This is an optimization exercise on Yosys and OpenROAD, whose aim is small area, a short achievable clock period and few clock cycles, not a production implementation.
Only simulation tests tie the RTL to the original design; equivalence was not proved.
No activity file was given, so power comes from the tool's default toggle rates.

`flow/design.v`:
```
`timescale 1ns/100ps
module PC(clk_i, rst_n_i, keep_i, pc_i, pc_o);
  input clk_i;
  input rst_n_i;
  input keep_i;
  input [32 - 1:0] pc_i;
  output reg [32 - 1:0] pc_o;
  always@(posedge clk_i)begin
    if(~rst_n_i)begin
	  pc_o <= 32'b0;
    end
    else if(keep_i)begin
      pc_o <= pc_o;
    end
    else begin
      pc_o <= pc_i;
    end	
  end
endmodule
`timescale 1ns/100ps
module adder(src1_i, src2_i, result_o);
  input [32 - 1:0] src1_i;
  input [32 - 1:0] src2_i;
  output [32 - 1:0] result_o;
  assign result_o = src1_i + src2_i;
endmodule
`timescale 1ns/100ps
module MUX_32(a, b, s, o);
  input [31:0] a;
  input [31:0] b;
  input s;
  output [31:0] o;
  assign o = (s)?b:a;
endmodule
`timescale 1ns/100ps
module MUX_pc(a, b, c, s, o);
  input [31:0] a;
  input [31:0] b;
  input [31:0] c;
  input [5:0] s;
  output [31:0] o;
  assign o = (s==6'b000100)?b:
             (s==6'b000010)?c:
			 a;
endmodule
`timescale 1ns/100ps
module IF_ID_reg(clk_i, rst_n_i, keep_d, next_addr_d, ins_d, flush_d, sign_extention_d,
                 next_addr_q, ins_q, sign_extention_q);
  input clk_i;
  input rst_n_i;
  input keep_d;
  input [32 - 1:0] next_addr_d;
  input [32 - 1:0] ins_d;
  input flush_d;
  input [32 - 1:0] sign_extention_d;
  output reg [32 - 1:0] next_addr_q;
  output reg [32 - 1:0] ins_q;
  output reg [32 - 1:0] sign_extention_q;
  always@(posedge clk_i)begin
    if(~rst_n_i)begin
      next_addr_q <= 32'b0;
	  ins_q <= {6'b000000, 26'b0}; 
	  sign_extention_q <= 32'd0;
    end
	else if(keep_d)begin
	  next_addr_q <= next_addr_q;
	  ins_q <= ins_q;
	  sign_extention_q <= sign_extention_q;
	end
	else if(flush_d)begin
      next_addr_q <= 32'b0;
	  ins_q <= {6'b000000, 26'b0}; 
	  sign_extention_q <= sign_extention_d;
    end
	else begin
	  next_addr_q <= next_addr_d;
	  ins_q <= ins_d;
	  sign_extention_q <= sign_extention_d;
	end
  end
endmodule
`timescale 1ns/100ps
module regfile(clk_i, rst_n_i, write_d, read_addr1_d, read_addr2_d, write_addr_d, write_data_d, read_data1_q, read_data2_q);
  input clk_i;
  input rst_n_i;
  input write_d;
  input [5 - 1:0] read_addr1_d;
  input [5 - 1:0] read_addr2_d;
  input [5 - 1:0] write_addr_d;
  input [32 - 1:0] write_data_d;
  output reg [32 - 1:0] read_data1_q;
  output reg [32 - 1:0] read_data2_q;
  reg [32 - 1:0] REGFILE [0:32 - 1];
  always@(posedge clk_i)begin
    if(~rst_n_i)
	    REGFILE[0] <= 32'b0;
	else if(write_d)
	  REGFILE[write_addr_d] <= write_data_d;
  end
  always@(*)begin
	read_data1_q = (write_d && write_addr_d==read_addr1_d) ? write_data_d : REGFILE[read_addr1_d];
	read_data2_q = (write_d && write_addr_d==read_addr2_d) ? write_data_d : REGFILE[read_addr2_d];
  end
endmodule
`timescale 1ns/100ps
module sign_extend(in_i, out_o);
  input [16 - 1:0] in_i;
  output [32 - 1:0] out_o;
  assign out_o = (in_i[15])?{16'b1111111111111111, in_i}
                           :{16'b0000000000000000, in_i};
endmodule
`timescale 1ns/100ps
module compare(data1_i, data2_i, equal_o);
  input [32 - 1:0] data1_i;
  input [32 - 1:0] data2_i;
  output equal_o;
  assign equal_o = (data1_i==data2_i)?1'b1:1'b0;
endmodule
`timescale 1ns/100ps
module MUX_8(a, b, s, o);
  input [7:0] a;
  input [7:0] b;
  input s;
  output [7:0] o;
  assign o = (s)?b:a;
endmodule
`timescale 1ns/100ps
module controller(opcode_i, equal_i, predic_incorrect, all_ctrl_o);
  input [6 - 1:0] opcode_i;
  input equal_i;
  output predic_incorrect;
  output [8 - 1:0] all_ctrl_o;
  reg RegWrite;
  reg MemtoReg;
  reg MemWrite;
  reg MemRead;
  reg ALUsrc;
  reg [2 - 1:0] ALUOp;
  reg RegDst;
  assign predic_incorrect = (~equal_i) & (opcode_i==6'b000100);
  assign all_ctrl_o = {RegWrite,
                       MemtoReg,
					   MemWrite,
					   MemRead,
					   ALUsrc,
					   ALUOp,
					   RegDst};
  always@(*)begin
	RegWrite = (opcode_i==6'b000000)?1'b1: 
	           (opcode_i==6'b100011)?1'b1: 
			   (opcode_i==6'b001000)?1'b1: 
			   1'b0; 
	MemtoReg = (opcode_i==6'b000000)?1'b1: 
	           (opcode_i==6'b100011)?1'b0: 
			   (opcode_i==6'b001000)?1'b1: 
			   1'b0; 
	MemWrite = (opcode_i==6'b101011)?1'b1: 
			   1'b0; 
	MemRead = (opcode_i==6'b100011)?1'b1: 
	          1'b0; 
	ALUsrc = (opcode_i==6'b000000)?1'b0: 
	         (opcode_i==6'b100011)?1'b1: 
			 (opcode_i==6'b101011)?1'b1: 
			 (opcode_i==6'b001000)?1'b1: 
			 1'b0; 
    ALUOp = (opcode_i==6'b000000)?2'b10: 
	        (opcode_i==6'b100011)?2'b00: 
			(opcode_i==6'b101011)?2'b00: 
			(opcode_i==6'b001000)?2'b00: 
			(opcode_i==6'b000100)?2'b01: 
			2'b11;
	RegDst = (opcode_i==6'b000000)?1'b1: 
	         (opcode_i==6'b100011)?1'b0: 
			 (opcode_i==6'b001000)?1'b0: 
			 1'b0; 
  end
endmodule
`timescale 1ns/100ps
module hazard_detection_unit(ID_rs_i, ID_rt_i, EX_rt_i, EX_mem_read_i,
                             pc_keep_o, IF_ID_keep_o, ID_EX_zero_o);
  input [5 - 1:0] ID_rs_i;
  input [5 - 1:0] ID_rt_i;
  input [5 - 1:0] EX_rt_i;
  input EX_mem_read_i;
  output reg pc_keep_o;
  output reg IF_ID_keep_o;
  output reg ID_EX_zero_o;
  always@(*)begin
    if((EX_mem_read_i && ((EX_rt_i==ID_rs_i) || (EX_rt_i==ID_rt_i))))begin
	  pc_keep_o = 1'b1;
	  IF_ID_keep_o = 1'b1;
	  ID_EX_zero_o = 1'b1;
	end
	else begin
	  pc_keep_o = 1'b0;
	  IF_ID_keep_o = 1'b0;
	  ID_EX_zero_o = 1'b0;
	end
  end
endmodule
`timescale 1ns/100ps
module ID_EX_reg (clk_i, rst_n_i, WB_ctrl_d, MEM_ctrl_d, EX_ctrl_d, data1_d, data2_d, extended_d, rt_d, rd_d,
                  WB_ctrl_q, MEM_ctrl_q, EX_ctrl_q,  data1_q, data2_q, extended_q, rt_q, rd_q);
  input clk_i;
  input rst_n_i;
  input [2-1:0] WB_ctrl_d;
  input [2-1:0] MEM_ctrl_d;
  input [4-1:0] EX_ctrl_d;
  input [32-1:0] data1_d;
  input [32-1:0] data2_d;
  input [32-1:0] extended_d;
  input [5-1:0] rt_d;
  input [5-1:0] rd_d;
  output reg [2-1:0] WB_ctrl_q;
  output reg [2-1:0] MEM_ctrl_q;
  output reg [4-1:0] EX_ctrl_q;
  output reg [32-1:0] data1_q;
  output reg [32-1:0] data2_q;
  output reg [32-1:0] extended_q;
  output reg [5-1:0] rt_q;
  output reg [5-1:0] rd_q;
  always@(posedge clk_i)begin
    if(~rst_n_i)begin
	  WB_ctrl_q <= 2'b0;
      MEM_ctrl_q <= 2'b0;
      EX_ctrl_q <= 4'b0;
      data1_q <= 32'b0;
      data2_q <= 32'b0;
      extended_q <= 32'b0;
      rt_q <= 5'b0;
      rd_q <= 5'b0;
	end
	else begin
	  WB_ctrl_q <= WB_ctrl_d;
      MEM_ctrl_q <= MEM_ctrl_d;
      EX_ctrl_q <= EX_ctrl_d;
      data1_q <= data1_d;
      data2_q <= data2_d;
      extended_q <= extended_d;
      rt_q <= rt_d;
      rd_q <= rd_d;
	end
  end
endmodule
`timescale 1ns/100ps
module MUX4_32(a, b, c, d, s, o);
  input [31:0] a;
  input [31:0] b;
  input [31:0] c;
  input [31:0] d;
  input [2:0] s;
  output [31:0] o;
  reg [31:0] o;
  always@(*)begin
    case(s)
      3'b000:  o = a;
	  3'b001:  o = b;
      3'b010:  o = c;
      3'b011:  o = d;
	  default:o = 32'b0;
    endcase	
  end
endmodule
`timescale 1ns/100ps
module ALU(src1_i, src2_i, ALU_control_i, result_o);
  input signed [32 - 1:0] src1_i;
  input signed [32 - 1:0] src2_i;
  input [4 - 1:0] ALU_control_i;
  output reg [32 - 1:0] result_o;
  always@(*)begin
    case(ALU_control_i)
      4'b0010:
	    result_o = src1_i + src2_i;
	  4'b0110:
	    result_o = src1_i - src2_i;
	  4'b0000:
	    result_o = src1_i & src2_i;
	  4'b0001:
	    result_o = src1_i | src2_i;
	  4'b0111:
        result_o = ((src1_i-src2_i)<0)?32'd1:32'b0;
	  4'b1000:
	    result_o = (src2_i << src1_i);
	  default:
	    result_o = 32'b0;
    endcase
  end
endmodule
`timescale 1ns/100ps
module ALUcontrol(func_i, ALUOp_i, ALU_control_o);
  input [6 - 1:0] func_i;
  input [2 - 1:0] ALUOp_i;
  output reg [4 - 1:0] ALU_control_o;
  always@(*)begin
      case(ALUOp_i)
	    2'b00: 
		  ALU_control_o = 4'b0010;
		2'b01: 
		  ALU_control_o = 4'b0110;
		2'b10:begin
          case(func_i)
		    6'b100000: 
			  ALU_control_o = 4'b0010;
			6'b100010: 
			  ALU_control_o = 4'b0110;
			6'b100100: 
			  ALU_control_o = 4'b0000;
			6'b100101: 
			  ALU_control_o = 4'b0001;
			6'b101010: 
			  ALU_control_o = 4'b0111;
			6'b010100: 
			  ALU_control_o = 4'b1000;
			default:
			  ALU_control_o = 4'b1111;
		  endcase
        end
        default:
          ALU_control_o = 4'b1111;		
	  endcase
  end
endmodule
`timescale 1ns/100ps
module MUX_5(a, b, s, o);
  input [4:0] a;
  input [4:0] b;
  input s;
  output [4:0] o;
  assign o = (s)?b:a;
endmodule
`timescale 1ns/100ps
module forwarding_unit(MEM_rd_i, EX_rd_i, ID_rs_i, ID_rt_i, MEM_reg_write_i, EX_reg_write_i, MEM_mem_read_i, forwardingA_o, forwardingB_o);
  input [5 - 1:0] MEM_rd_i;
  input [5 - 1:0] EX_rd_i;
  input [5 - 1:0] ID_rs_i;
  input [5 - 1:0] ID_rt_i;
  input MEM_reg_write_i;
  input EX_reg_write_i;
  input MEM_mem_read_i;
  output [2:0] forwardingA_o;
  output [2:0] forwardingB_o;
  assign RS_mem_hazard = (MEM_reg_write_i && MEM_rd_i!=5'b0 && (ID_rs_i==MEM_rd_i));
  assign RS_ex_hazard = (EX_reg_write_i && EX_rd_i!=5'b0 && (ID_rs_i==EX_rd_i));
  assign RS_wb_hazard = RS_mem_hazard && MEM_mem_read_i;
  assign RT_mem_hazard = (MEM_reg_write_i && MEM_rd_i!=5'b0 && (ID_rt_i==MEM_rd_i));
  assign RT_ex_hazard = (EX_reg_write_i && EX_rd_i!=5'b0 && (ID_rt_i==EX_rd_i));
  assign RT_wb_hazard = RT_mem_hazard && MEM_mem_read_i;
  assign forwardingA_o = (RS_ex_hazard)?3'b001:
						 (RS_wb_hazard)?3'b011:
                         (RS_mem_hazard)?3'b010:
						 3'b00;
  assign forwardingB_o = (RT_ex_hazard)?3'b001:
						 (RT_wb_hazard)?3'b011:
                         (RT_mem_hazard)?3'b010:
						 3'b00;
endmodule
`timescale 1ns/100ps
module EX_MEM_reg(clk_i, rst_n_i, MEM_ctrl_d, WB_ctrl_d, result_d, src2_d, rd_d,
                  MEM_ctrl_q, WB_ctrl_q, result_q, src2_q, rd_q);
  input clk_i;
  input rst_n_i;
  input [2-1:0]MEM_ctrl_d;
  input [2-1:0]WB_ctrl_d;
  input [32 - 1:0] result_d;
  input [32 - 1:0] src2_d;
  input [5 - 1:0] rd_d;
  output reg [2-1:0]MEM_ctrl_q;
  output reg [2-1:0]WB_ctrl_q;
  output reg [32 - 1:0] result_q;
  output reg [32 - 1:0] src2_q;
  output reg [5 - 1:0] rd_q;
  always@(posedge clk_i)begin
    if(~rst_n_i)begin
	  MEM_ctrl_q <= 2'b0;
	  WB_ctrl_q <= 2'b0;
	  result_q <= 32'b0;
	  src2_q <= 32'b0;
	  rd_q <= 5'b0;
	end
	else begin
	  MEM_ctrl_q <= MEM_ctrl_d;
	  WB_ctrl_q <= WB_ctrl_d;
	  result_q <= result_d;
	  src2_q <= src2_d;
	  rd_q <= rd_d;
	end
  end
endmodule
`timescale 1ns/100ps
module MEM_WB_reg(clk_i, rst_n_i,
                  WB_ctrl_d, read_data_d, result_d, rd_d,
                  WB_ctrl_q, read_data_q, result_q, rd_q);
  input clk_i;
  input rst_n_i;
  input [2 - 1:0] WB_ctrl_d;
  input [32 - 1:0] read_data_d;
  input [32 - 1:0] result_d;
  input [5 - 1:0] rd_d;
  output reg [2 - 1:0] WB_ctrl_q;
  output reg [32 - 1:0] read_data_q;
  output reg [32 - 1:0] result_q;
  output reg [5 - 1:0] rd_q;
  always@(posedge clk_i)begin
    if(~rst_n_i)begin
	  WB_ctrl_q <= 2'b0;
	  read_data_q <= 32'b0;
	  result_q <= 32'b0;
	  rd_q <= 5'b0;
	end
	else begin
	  WB_ctrl_q <= WB_ctrl_d;
	  read_data_q <= read_data_d;
	  result_q <= result_d;
	  rd_q <= rd_d;
	end
  end
endmodule
`timescale 1ns/100ps
module CPU(clk_i, rst_n_i, ins_i, pc_o, data_from_mem_i, MEM_ctrl_o, mem_write_addr_o, mem_write_data_o);
  input clk_i;
  input rst_n_i;
  input [32 - 1:0] ins_i;
  input [32 - 1:0] data_from_mem_i;
  output [32 - 1:0] pc_o; 
  output [2 - 1:0] MEM_ctrl_o; 
  output [32 - 1:0] mem_write_addr_o; 
  output [32 - 1:0] mem_write_data_o; 
  wire pc_keep;
  wire [32 - 1:0] correct_pc;
  wire [32 - 1:0] predict_pc;
  wire [32 - 1:0] new_pc;
  wire [32 - 1:0] next_addr_mem;
  wire [32 - 1:0] branch_addr;
  wire predic_incorrect;
  wire equal;
  wire IF_ID_keep;
  wire [32 - 1:0] IF_ID_addr;
  wire [32 - 1:0] IF_ID_ins;
  wire [2 - 1:0] EX_ctrl_WB;
  wire [2 - 1:0] MEM_ctrl_WB;
  wire [2 - 1:0] WB_ctrl_WB;
  wire [5 - 1:0] reg_write;
  wire [32 - 1:0] write_reg_data;
  wire [32 - 1:0] read_data1;
  wire [32 - 1:0] read_data2;
  wire [32 - 1:0] sign_extention_i;
  wire [32 - 1:0] sign_extention_o;
  wire [8 - 1:0] all_ctrl;
  wire ID_EX_zero_ctrl;
  wire [8 - 1:0] new_all_ctrl;
  wire [5 - 1:0] EX_rt;
  wire [5 - 1:0] EX_rd_new;
  wire [4 - 1:0] EX_ctrl;
  wire [32 - 1:0] EX_data_1;
  wire [32 - 1:0] EX_data_2;
  wire [32 - 1:0] EX_extention;
  wire [5 - 1:0] EX_rd;
  wire [3 - 1:0] forwardA;
  wire [3 - 1:0] forwardB;
  wire [32 - 1:0] after_forwardA;
  wire [32 - 1:0] after_forwardB;
  wire [32 - 1:0] ALU_src2_new;
  wire [4 - 1:0] alu_control;
  wire [32 - 1:0] ALU_result;
  wire [5 - 1:0] MEM_rd;
  wire [2 - 1:0] MEM_ctrl;
  wire [32 - 1:0] WB_data;
  wire [32 - 1:0] WB_result;
  PC PC(.clk_i  (clk_i),
        .rst_n_i(rst_n_i),
		.keep_i (pc_keep),
		.pc_i   (new_pc),
		.pc_o   (pc_o));
  adder adder0(.src1_i  (pc_o),
               .src2_i  (32'd1),
			   .result_o(next_addr_mem));
  MUX_32 MUX0(.a(next_addr_mem), 
              .b(IF_ID_addr), 
			  .s(predic_incorrect),
			  .o(correct_pc));
  sign_extend sign_extend(.in_i (ins_i[15:0]),
                          .out_o(sign_extention_i));
  adder adder1(.src1_i  (next_addr_mem),
               .src2_i  (sign_extention_i),
		       .result_o(predict_pc));
  MUX_pc MUX7(.a(correct_pc),
              .b(predict_pc), 
			  .c({next_addr_mem[31:28], 2'b00, ins_i[25:0]}), 
			  .s(predic_incorrect ? 6'b0 : ins_i[31:26]), 
			  .o(new_pc));
  IF_ID_reg IF_ID_reg(.clk_i           (clk_i),
                      .rst_n_i         (rst_n_i),
					  .keep_d          (IF_ID_keep),
					  .next_addr_d     (next_addr_mem),
					  .ins_d           (ins_i),
					  .flush_d         (predic_incorrect),
					  .sign_extention_d(sign_extention_i),
                      .next_addr_q     (IF_ID_addr),
					  .ins_q           (IF_ID_ins),
					  .sign_extention_q(sign_extention_o));
  regfile regfile(.clk_i       (clk_i),
                  .rst_n_i     (rst_n_i),
				  .write_d     (WB_ctrl_WB[1]),
				  .read_addr1_d(IF_ID_ins[25:21]),
				  .read_addr2_d(IF_ID_ins[20:16]),
				  .write_addr_d(reg_write),
				  .write_data_d(write_reg_data),
				  .read_data1_q(read_data1),
				  .read_data2_q(read_data2));
  MUX4_32 MUX2(.a(read_data1),
               .b(ALU_result),
			   .c(mem_write_addr_o),
			   .d(data_from_mem_i),
			   .s(forwardA),
			   .o(after_forwardA));
  MUX4_32 MUX3(.a(read_data2),
               .b(ALU_result),
			   .c(mem_write_addr_o),
			   .d(data_from_mem_i),
			   .s(forwardB),
			   .o(after_forwardB));
  compare compare(.data1_i(after_forwardA),
                  .data2_i(after_forwardB),
				  .equal_o(equal));
  MUX_8 MUX1(.a(all_ctrl),
             .b(8'b0),
			 .s(ID_EX_zero_ctrl),
			 .o(new_all_ctrl));
  controller controller(.opcode_i        (IF_ID_ins[31:26]),
						.equal_i         (equal),
						.predic_incorrect(predic_incorrect),
						.all_ctrl_o      (all_ctrl));
  hazard_detection_unit hazard_detection_unit(.ID_rs_i      (IF_ID_ins[25:21]),
                                              .ID_rt_i      (IF_ID_ins[20:16]),
											  .EX_rt_i      (EX_rt),
											  .EX_mem_read_i(MEM_ctrl[0]),
                                              .pc_keep_o    (pc_keep),
											  .IF_ID_keep_o (IF_ID_keep),
											  .ID_EX_zero_o (ID_EX_zero_ctrl));
  ID_EX_reg ID_EX_reg(.clk_i     (clk_i),
                      .rst_n_i   (rst_n_i),
					  .WB_ctrl_d (new_all_ctrl[7:6]),
					  .MEM_ctrl_d(new_all_ctrl[5:4]),
					  .EX_ctrl_d (new_all_ctrl[3:0]),
					  .data1_d   (after_forwardA),
					  .data2_d   (after_forwardB),
					  .extended_d(sign_extention_o),
					  .rt_d      (IF_ID_ins[20:16]),
					  .rd_d      (IF_ID_ins[15:11]),
                      .WB_ctrl_q (EX_ctrl_WB),
					  .MEM_ctrl_q(MEM_ctrl),
					  .EX_ctrl_q (EX_ctrl),
					  .data1_q   (EX_data_1),
					  .data2_q   (EX_data_2),
					  .extended_q(EX_extention),
					  .rt_q      (EX_rt),
					  .rd_q      (EX_rd));
  MUX_32 MUX4(.a(EX_data_2),
              .b(EX_extention),
			  .s(EX_ctrl[3]),
			  .o(ALU_src2_new));
  ALU ALU(.src1_i       (EX_data_1),
          .src2_i       (ALU_src2_new),
		  .ALU_control_i(alu_control),
		  .result_o     (ALU_result));
  ALUcontrol ALUcontrol(.func_i       (EX_extention[5:0]),
                        .ALUOp_i      (EX_ctrl[2:1]),
						.ALU_control_o(alu_control));
  MUX_5 MUX5(.a(EX_rt),
             .b(EX_rd),
			 .s(EX_ctrl[0]),
			 .o(EX_rd_new));
  forwarding_unit forwarding_unit(.MEM_rd_i       (MEM_rd),
                                  .EX_rd_i        (EX_rd_new),
								  .ID_rs_i        (IF_ID_ins[25:21]),
								  .ID_rt_i        (IF_ID_ins[20:16]),
								  .MEM_reg_write_i(MEM_ctrl_WB[1]),
								  .EX_reg_write_i (EX_ctrl_WB[1]),
								  .MEM_mem_read_i (MEM_ctrl_o[0]),
								  .forwardingA_o  (forwardA),
								  .forwardingB_o  (forwardB));
  EX_MEM_reg EX_MEM_reg(.clk_i     (clk_i),
                        .rst_n_i   (rst_n_i),
						.MEM_ctrl_d(MEM_ctrl),
						.WB_ctrl_d (EX_ctrl_WB),
						.result_d  (ALU_result),
						.src2_d    (EX_data_2),
						.rd_d      (EX_rd_new),
                        .MEM_ctrl_q(MEM_ctrl_o),
						.WB_ctrl_q (MEM_ctrl_WB),
						.result_q  (mem_write_addr_o),
						.src2_q    (mem_write_data_o),
						.rd_q      (MEM_rd));
  MEM_WB_reg MEM_WB_reg(.clk_i      (clk_i),
                        .rst_n_i    (rst_n_i),
                        .WB_ctrl_d  (MEM_ctrl_WB),
						.read_data_d(data_from_mem_i),
						.result_d   (mem_write_addr_o),
						.rd_d       (MEM_rd),
                        .WB_ctrl_q  (WB_ctrl_WB),
						.read_data_q(WB_data),
						.result_q   (WB_result),
						.rd_q       (reg_write));
  MUX_32 MUX6(.a(WB_data),
              .b(WB_result),
			  .s(WB_ctrl_WB[0]),
			  .o(write_reg_data));
endmodule
```
`flow/run.sh`:
```
#!/bin/bash
# synth_recipe.tcl (not shown) runs the flow's synth.tcl, then flattens the netlist and writes it again
# the make line also repeats each setting of config.mk as NAME=value (left out here)
make -C /OpenROAD-flow-scripts/flow DESIGN_CONFIG=/design/flow/config.mk WORK_HOME=/design/flow/orfs CLKGATE_MAP_FILE= SYNTH_SCRIPT=/design/flow/synth_recipe.tcl finish
```
`flow/config.mk`:
```
export PLATFORM = sky130hd
export DESIGN_NAME = CPU
export DESIGN_NICKNAME = CPU
export VERILOG_FILES = /design/flow/design.v
export SDC_FILE = /design/flow/constraint.sdc
export NUM_CORES = 4
export LEC_CHECK = 0
export CAP_MARGIN = 20
export CORE_MARGIN = 2
export CORE_UTILIZATION = 40
export SLEW_MARGIN = 20
```
`flow/constraint.sdc`:
```
create_clock -name core_clock -period 8.5 [get_ports {clk_i}]
set_input_delay 1.7000 -clock core_clock [delete_from_list [all_inputs] [get_ports {clk_i}]]
set_output_delay 1.7000 -clock core_clock [all_outputs]
set_load 0.01 [all_outputs]
```
==> impl_metrics.csv <==
group,metric,value,unit
detailed_routing,post_drt_wl_per_cell,33.4,um
power,vdd_ir_drop_max,0.208,mV
logic_synthesis,synthDistinctLibCells,97,
sta,rsz0062_at_grt,"no",
logic_synthesis,synthTopCellsByArea,"edfxtp_1 42%, mux4_2 15%, dfxtp_1 9.7%",
cts,cts_tree,"done",
worst_setup_path,critPathArrivalTime,8110,ps
cts,ctsResizeCount,0,
sta,maxSlewHeadroom,0.153,
sta,fin_crit,7400,ps
die,rows,156,
logic_synthesis,synth_common_cells,"1024 x edfxtp_1, 495 x mux4_2, 396 x nor2_1",
logic_synthesis,synthArstFlopShare,0,
logic_synthesis,post_synth_inst_count,5627,
placement,placed_area,77400,um^2
hold_path,min_path_type,"flop to flop",
worst_setup_path,cp-start-kind,"flop",
placement,place.gp.congestion,0.982,
sta,final_max_slew_viol_count,0,
cts,clock_latency,820,ps
logic_synthesis,synth-seq-cells,1377,
cells_and_area,drive_gt1_frac,0.183,
outcome,run_status,"no timing/DRC/antenna violations",
cells_and_area,fill_cells,16100,
cts,cts_setup_buffers,0,
die,start_util,0.403,
placement,portBuffers,163,
logic_synthesis,synth_top_cell_by_area,"edfxtp_1",
logic_synthesis,yosysSeqAreaShare,0.520,
grt,grt.total_usage,0.290,
hold_path,holdPathStages,1,
worst_setup_path,crit_start,"ID_EX_reg.EX_ctrl_q[3]$_SDFF_PP0_",
worst_setup_path,crit_path_end_kind,"flop",
die,die_w,431,um
worst_setup_path,rrSetupSlack,1100,ps
worst_setup_path,r2r-end,"PC.pc_o[24]$_SDFFE_PN0N_",
logic_synthesis,synth_top_area_frac,0.422,
detailed_routing,viasPerCell,6.48,
logic_synthesis,synth_edf_count,1024,
cells_and_area,seq_area,37900,um^2
cts,cts_made_buffers,153,
detailed_routing,drt_iter0_markers,6756,
grt,overflow,0,
logic_synthesis,synth_fp_nets,5827,
die,die_area,185000,um^2
detailed_routing,wirelength,274000,um
die,core,181000,um^2
cells_and_area,utilization,0.456,
logic_synthesis,ys.flop_type,"edfxtp_1",
die,io_pins,164,
cts,clock_sinks,1377,
detailed_routing,vias,53200,
worst_setup_path,crit_type,"flop to flop",
logic_synthesis,yosysWarnings,17,
sta,period_share,0.870,
grt,grt_max_degree,92,
logic_synthesis,synth_area,72800,um^2
cts,ctsHoldBuffers,0,
hold_path,worstHoldStart,"ID_EX_reg.WB_ctrl_q[0]$_SDFF_PP0_",
detailed_routing,drc,0,
sta,final.setup_skew,47.8,ps
job,maxCapViolCount,0,
logic_synthesis,avgSynthCellArea,12.9,um^2
cts,cts.clk_slew.worst_paths,60,ps
cts,cts_max_path_buffers,3,
detailed_routing,ant_nets,0,
grt,grt_first_pass_wirelength,387000,um
sta,worst_pin_slew,1260,ps
power,p_leak,25.0,nW
sta,fmax,135,MHz
detailed_routing,dr.pass1.iters,6,
grt,grt_antenna_before_repair,12,
cells_and_area,final_cell_area,82500,um^2
logic_synthesis,yosysMostFrequentCell,"edfxtp_1",
worst_setup_path,reg2reg_depth,22,
worst_setup_path,reg2reg_from,"ID_EX_reg.EX_ctrl_q[3]$_SDFF_PP0_",
worst_setup_path,crit_path_max_fanout,27,
power,power.density,206,nW/um^2
sta,hold_violations,0,
cells_and_area,fin_nets,5911,
cts,htreeDepth,4,
worst_setup_path,cp.required,9210,ps
die,die_y,431,um
cts,root_buffer,"clkbuf_16",
sta,finalSetupTns,0,ps
sta,setup_viol_count_final,0,
placement,dp.final_hpwl,182000,um
hold_path,hold_end,"EX_MEM_reg.WB_ctrl_q[0]$_SDFF_PN0_",
cells_and_area,multi_input_area,32900,um^2
grt,grt_pass1_vias,51500,
cells_and_area,syn2layout_area_growth,13.3,%
==> worst max path at each step <==
stage / endpoint / slack (ps)
4_1_cts: PC.pc_o[24]$_SDFFE_PN0N_ / 1220
6_report: PC.pc_o[24]$_SDFFE_PN0N_ / 1100
2_1_floorplan: PC.pc_o[20]$_SDFFE_PN0N_ / 1960
5_1_grt: PC.pc_o[24]$_SDFFE_PN0N_ / 640
3_5_place_dp: PC.pc_o[24]$_SDFFE_PN0N_ / 1310
3_3_place_gp: PC.pc_o[24]$_SDFFE_PN0N_ / 1550
==> flip-flops by register name (all words and copies together), names as in the netlist, 21 cells and up, named ones only <==
register,count
EX_MEM_reg.result_q,32
EX_MEM_reg.src2_q,32
ID_EX_reg.data1_q,32
ID_EX_reg.data2_q,32
IF_ID_reg.ins_q,21
IF_ID_reg.next_addr_q,32
MEM_WB_reg.read_data_q,32
MEM_WB_reg.result_q,32
PC.pc_o,32
regfile.REGFILE,1024
==> metrics by stage <==
stage	hold WS [ps]	worst slack (ps)	power, mW	instances
2_1_floorplan	412	1960	9.21	5627
6_report	435	1100	17.0	8202
4_1_cts	438	1220	17.0	8198
3_3_place_gp	422	1550	10.3	7923
5_1_grt	447	637	17.5	8198
3_5_place_dp	424	1310	10.3	7926
==> cell families (layout without fill, tap and decap cells) <==
family,Yosys count,count (layout),synth area share
adder cells (fa/ha/maj),134,134,0.0233
buffers and inverters,576,777,0.0334
AO/OA/AOI/OAI,1115,1115,0.105
other,0,4,0
flip-flops,1377,1377,0.520
AND/OR/NAND/NOR,1394,1394,0.0933
multiplexers,894,894,0.209
XOR/XNOR,137,137,0.0165
==> critical path, stage by stage (launching register included) <==
cell and delay, ps:
dfxtp_2 700, buf_4 350, mux2i_1 310, inv_1 120
ha_1 250, fa_1 450, a211oi_1 270, o21ai_0 270
a2111o_1 520, a31oi_1 400, o32a_1 320, o311ai_1 280
a21boi_0 340, xnor2_1 140, a21oi_1 350, xnor2_1 160
a21oi_1 80, or3_1 320, nor3_1 310, nand3_4 270
a21oi_4 210, nand2_2 410, o31ai_1 400
==> cell usage in the layout, fill, tap and decap left out, types with 162 or more instances in the layout <==
cell / instances
buf_4: 170
a21oi_1: 236
nor2_1: 352
dfxtp_1: 338
mux2i_1: 352
nand2_1: 318
mux4_2: 495
clkdlybuf4s50_1: 162
edfxtp_1: 1024
and2_1: 165
==> final cells by class <==
class                           count  share of cell area
Multi-Input combinational cell   3674               0.399
Antenna cell                        4            0.000121
Sequential cell                  1377               0.459
Clock inverter                     74              0.0108
Clock buffer                      198              0.0502
Timing Repair Buffer              342              0.0375
Tap cell                         2370              0.0360
Inverter                          163             0.00745
==> layer usage <==
layer  vias up  share of wire  wire, um  track usage
met1     27200           0.38    105000        0.377
li1      22200              -         -            -
met2      3137           0.46    127000        0.461
met4         6          0.055     15100        0.146
met5         -        0.00016        43            0
met3       625          0.098     26800       0.0608
==> where the power goes <==
group	internal [mW]	switching [mW]
Sequential	7.28	0.256
Combinational	1.01	1.70
Clock	3.86	2.88
Total	12.1	4.83

re-timing with driven ports:
How much do the figures lean on ideal ports? The routed layout below was timed once more, with nothing changed but the port constraints. Step 1, drivers: a clkbuf_16 drives clk_i and a buf_2 each remaining input, both assumed. Step 2, shift: input delay + t, output delay - t, t = (earliest + latest rising clock arrival at the registers) / 2. This alone moves slack from input paths to output paths. Slacks: no drivers / after step 1 / after step 2; pairs: no drivers / after step 1.
t (ns): 0.882
slack for setup (ns): 1.102 / 1.102 / 1.102
clock arrival spread, ns: 0.049 / 0.050
After both steps setup and hold are still met in this run. For this run, drivers alone change the setup slack by 0.000 ns; drivers and shift together by 0.000 ns.
